Source: an optimization exercise on an open RTL-to-GDS flow (aim: small area and a short achievable clock period). Production flows keep margins and buffers that such runs may drop.
RTL that was checked went through simulation tests only; none was proved equivalent to the original.
No activity file was given, so power comes from the tool's default toggle rates.

## alpha
// float_add
module float_add(clk, rst, i_cip, i_vstart, i_vector_length, i_sj, i_sk,
                 i_v0, i_v1, i_v2, i_v3, i_v4, i_v5, i_v6, i_v7,
                 o_busy, o_result, err);
Size: roughly 730 I/O pins, ~32000 um2 of cells after synthesis.
==> flow/config.mk <==
export PLATFORM = sky130hd
export DESIGN_NAME = float_add
export DESIGN_NICKNAME = float_add
export VERILOG_FILES = /design/flow/design.v
export SDC_FILE = /design/flow/constraint.sdc
export NUM_CORES = 4
export LEC_CHECK = 0
export CAP_MARGIN = 20
export CORE_MARGIN = 2
export CORE_UTILIZATION = 40
export SETUP_SLACK_MARGIN = 3.4
export SLEW_MARGIN = 20
export SYNTH_HIERARCHICAL = 1
==> flow/constraint.sdc <==
create_clock -name core_clock -period 6.0 [get_ports {clk}]
set_input_delay 1.2000 -clock core_clock [delete_from_list [all_inputs] [get_ports {clk}]]
set_output_delay 1.2000 -clock core_clock [all_outputs]
set_load 0.01 [all_outputs]
standard.sh (not shown) runs the stock make flow with config.mk's settings and CLKGATE_MAP_FILE= SYNTH_SCRIPT=/design/flow/synth_recipe.tcl, a recipe that flattens the netlist after the stock synthesis.
==> flow/flow/run.sh <==
#!/bin/bash
# The standard layout (standard.sh: ORFS from synthesis to the final
# layout) with two changes:
#  - synthesis is the standard flow's own script (synth_recipe.tcl) except that Yosys's
#    abc pass runs delay-targeted ABC scripts from flow/ (see
#    flow/abc_proc.tcl) in place of ORFS's default ABC script. abc maps
#    only combinational logic, so the registers are the standard
#    synthesis's.
#  - the port buffers that ORFS inserts at placement are buf_1 cells.
#    Every input and output port still gets its own buffer.
# ORFS keeps each step's log in orfs/logs; make's output goes to
# standard.log here.
set -euo pipefail
here=$PWD
export BUFFER_PORTS_ARGS="-buffer_cell sky130_fd_sc_hd__buf_1"
export FLOW_ABC_DIR=$here/flow
export ADDER_MAP_FILE=
cat flow/abc_proc.tcl synth_recipe.tcl > flow_synth.tcl
sed "s#SYNTH_SCRIPT=[^ ]*#SYNTH_SCRIPT=$here/flow_synth.tcl#" standard.sh > flow_standard.sh
grep -q "SYNTH_SCRIPT=$here/flow_synth.tcl" flow_standard.sh
bash flow_standard.sh > standard.log 2>&1
==> flow/flow/abc_d1200.script <==
strash
dch -f
map -D 1200
topo
stime -c
buffer -c
upsize -c -D 1200
dnsize -c -D 1200
==> flow/flow/abc_d400.script <==
strash
dch -f
map -D 400
topo
stime -c
buffer -c
upsize -c -D 400
dnsize -c -D 400
==> flow/flow/abc_d500.script <==
strash
dch -f
map -D 500
topo
stime -c
buffer -c
upsize -c -D 500
dnsize -c -D 500
==> flow/flow/abc_proc.tcl <==
# abc as the standard flow's synthesis calls it, but with ABC scripts of our own, each
# a delay-targeted mapping (dch + map -D) carrying its own target, so no
# -D: the operand select with 400 ps, the exponent select and compare with 500 ps,
# then everything else with 1200 ps. abc maps only the combinational
# logic; the registers are left as the standard flow's synthesis made them.
proc abc {args} {
  set i [lsearch -exact $args -script]
  if {$i >= 0} { set args [lreplace $args $i [expr {$i + 1}]] }
  set j [lsearch -exact $args -D]
  if {$j >= 0} { set args [lreplace $args $j [expr {$j + 1}]] }
  set d $::env(FLOW_ABC_DIR)
  yosys abc -script $d/abc_d400.script {*}$args fadd_sel
  yosys abc -script $d/abc_d500.script {*}$args fadd_exp
  yosys abc -script $d/abc_d1200.script {*}$args
}
alpha finished every step from synthesis to the final layout, and the layout passed the timing, design-rule and antenna checks.
## Diff of input files: beta against alpha
--- a/flow/design.v
+++ b/flow/design.v
@@ -79,48 +79,50 @@
                      .x1({i_v1[63], i_v1[47:0]}), .x2({i_v2[63], i_v2[47:0]}),
                      .x3({i_v3[63], i_v3[47:0]}), .x4({i_v4[63], i_v4[47:0]}),
                      .x5({i_v5[63], i_v5[47:0]}), .x6({i_v6[63], i_v6[47:0]}),
                      .x7({i_v7[63], i_v7[47:0]}), .y(a));
     fadd_sel u_sel_b(.s(sel_s), .v(sel_k),
                      .xs({i_sk[63], i_sk[47:0]}), .x0({i_v0[63], i_v0[47:0]}),
                      .x1({i_v1[63], i_v1[47:0]}), .x2({i_v2[63], i_v2[47:0]}),
                      .x3({i_v3[63], i_v3[47:0]}), .x4({i_v4[63], i_v4[47:0]}),
                      .x5({i_v5[63], i_v5[47:0]}), .x6({i_v6[63], i_v6[47:0]}),
                      .x7({i_v7[63], i_v7[47:0]}), .y(b));
     wire [14:0] ea, eb;
-    wire        jgt, big;
+    wire        jgt, far_ab, far_ba;
     wire [5:0]  dab, dba;
     fadd_exp u_exp(.s(sel_s), .vj(sel_j), .vk(sel_k),
                    .xj(i_sj[62:48]), .xk(i_sk[62:48]),
                    .x0(i_v0[62:48]), .x1(i_v1[62:48]), .x2(i_v2[62:48]), .x3(i_v3[62:48]),
                    .x4(i_v4[62:48]), .x5(i_v5[62:48]), .x6(i_v6[62:48]), .x7(i_v7[62:48]),
-                   .ea(ea), .eb(eb), .jgt(jgt), .big(big), .dab(dab), .dba(dba));
+                   .ea(ea), .eb(eb), .jgt(jgt), .far_ab(far_ab), .far_ba(far_ba),
+                   .dab(dab), .dba(dba));
     wire        is_add = (i_cip[15:9] == 7'b0110010);
     wire        sub = a[48] ^ b[48] ^ ~is_add;
     reg [47:0] ca1, cb1;
     reg [14:0] ea1, eb1;
     reg [5:0]  dab1, dba1;
-    reg        jgt1, sa1, sub1, err_q;
+    reg        jgt1, sa1, sub1, far_ab1, far_ba1;
     always @(posedge clk) begin
         ca1   <= a[47:0];
         cb1   <= b[47:0] ^ {48{sub}};
         ea1   <= ea;
         eb1   <= eb;
         dab1  <= dab;
         dba1  <= dba;
         jgt1  <= jgt;
         sa1   <= a[48];
         sub1  <= sub;
-        err_q <= big;
-    end
-    assign err = err_q;
+        far_ab1 <= far_ab;
+        far_ba1 <= far_ba;
+    end
+    assign err = far_ab1 | far_ba1;
     wire [47:0] xa  = jgt1 ? ca1 : cb1;
     wire [47:0] y1  = jgt1 ? cb1 : ca1;
     wire [5:0]  sh1 = jgt1 ? dab1 : dba1;
     wire        fill1 = sub1 & jgt1;
     wire [47:0] t5 = sh1[5] ? {{32{fill1}}, y1[47:32]}  : y1;
     wire [47:0] t4 = sh1[4] ? {{16{fill1}}, t5[47:16]} : t5;
     wire [47:0] t3 = sh1[3] ? {{8{fill1}},  t4[47:8]}  : t4;
     wire [47:0] t2 = sh1[2] ? {{4{fill1}},  t3[47:4]}  : t3;
     wire [47:0] t1 = sh1[1] ? {{2{fill1}},  t2[47:2]}  : t2;
     wire [47:0] yb = sh1[0] ? {fill1,       t1[47:1]}  : t1;
     reg [47:0] x2, y2;
@@ -178,28 +180,28 @@
 module fadd_sel(s, v, xs, x0, x1, x2, x3, x4, x5, x6, x7, y);
     input  wire        s;
     input  wire [7:0]  v;
     input  wire [48:0] xs, x0, x1, x2, x3, x4, x5, x6, x7;
     output wire [48:0] y;
     assign y = ({49{s}}    & xs) |
                ({49{v[0]}} & x0) | ({49{v[1]}} & x1) | ({49{v[2]}} & x2) |
                ({49{v[3]}} & x3) | ({49{v[4]}} & x4) | ({49{v[5]}} & x5) |
                ({49{v[6]}} & x6) | ({49{v[7]}} & x7);
 endmodule
 module fadd_exp(s, vj, vk, xj, xk, x0, x1, x2, x3, x4, x5, x6, x7,
-                ea, eb, jgt, big, dab, dba);
+                ea, eb, jgt, far_ab, far_ba, dab, dba);
     input  wire        s;
     input  wire [7:0]  vj, vk;
     input  wire [14:0] xj, xk, x0, x1, x2, x3, x4, x5, x6, x7;
     output wire [14:0] ea, eb;
-    output wire        jgt, big;
+    output wire        jgt, far_ab, far_ba;
     output wire [5:0]  dab, dba;
     assign ea = ({15{s}}     & xj) |
                 ({15{vj[0]}} & x0) | ({15{vj[1]}} & x1) | ({15{vj[2]}} & x2) |
                 ({15{vj[3]}} & x3) | ({15{vj[4]}} & x4) | ({15{vj[5]}} & x5) |
                 ({15{vj[6]}} & x6) | ({15{vj[7]}} & x7);
     assign eb = ({15{s}}     & xk) |
                 ({15{vk[0]}} & x0) | ({15{vk[1]}} & x1) | ({15{vk[2]}} & x2) |
                 ({15{vk[3]}} & x3) | ({15{vk[4]}} & x4) | ({15{vk[5]}} & x5) |
                 ({15{vk[6]}} & x6) | ({15{vk[7]}} & x7);
     function carry16;
         input [15:0] x, y;
@@ -231,23 +233,24 @@
         reg   [15:0] u, v, k, s, c;
         begin
             u = {1'b0, x};
             v = {1'b0, ~y};
             k = 16'd32720;
             s = u ^ v ^ k;
             c = (u & v) | (u & k) | (v & k);
             far_above = carry16(s, {c[14:0], 1'b0});
         end
     endfunction
     assign jgt = carry16({ea, 1'b0}, {~eb, 1'b0});
-    assign big = far_above(ea, eb) | far_above(eb, ea);
+    assign far_ab = far_above(ea, eb);
+    assign far_ba = far_above(eb, ea);
     assign dab = ea[5:0] - eb[5:0];
     assign dba = eb[5:0] - ea[5:0];
 endmodule
 module fadd_add48(x, y, s, co);
     input  wire [47:0] x, y;
     output wire [47:0] s;
     output wire        co;
     wire [47:0] g [0:6];
     wire [47:0] p [0:6];
     assign g[0] = x & y;
     assign p[0] = x ^ y;
Notes after the runs:
For alpha, the critical path launch point was sel_k[2], unlike beta, where it was jgt1.
Taking alpha as the reference point, the clock skew of beta rises by 0.010 ns.
Per the comparison of beta with alpha, number of cells in the design after placement barely changed, wire length per cell up about 3.6%, final instance area moved up.
For the core box area, beta came in 260 um2 higher than alpha did.
Between alpha and beta, the number of primary I/O pins does not differ in any meaningful way.
beta and alpha ended up with roughly the same area taken by flip-flops and latches.
beta -> alpha: number of multi-input combinational cells in the layout flat
Going from alpha to beta, the die area was enlarged.
[compare] base=alpha new=beta: clock distribution power comparable; number of non-clock inverters in the layout now sits lower; fraction of area in registers closely matched the old numbers.
For alpha, only the layout was checked, not whether the RTL still works.

==> what the ideal ports hide <==
The flow's constraints put no driver on any port. The routed layouts listed below were extracted and timed again, unchanged, in two steps.
Step 1 sets driving cells, clkbuf_16 on the clock port and buf_2 on the other inputs (assumed; they add their load-dependent delay and slew).
Step 2 also shifts input and output timing later by t, the mid clock arrival at the registers, as if the neighbouring blocks saw the same clock.
Three values: no drivers, after step 1, after step 2; two values: the first two.
run | t, ns | slack for setup (ns) | worst setup path at the end | worst slew at a driven data input, ns | cell pins on the clock port's net
alpha | 0.702 | 3.424 / 3.424 / 2.788 | input to register | 0.29 | 1
beta | 0.708 | 3.429 / 3.364 / 2.819 | input to register | 0.25 | 1
After both steps setup and hold are still met in every run listed. For alpha, which loses most, drivers alone change the setup slack by 0.000 ns; drivers and shift together by -0.636 ns.
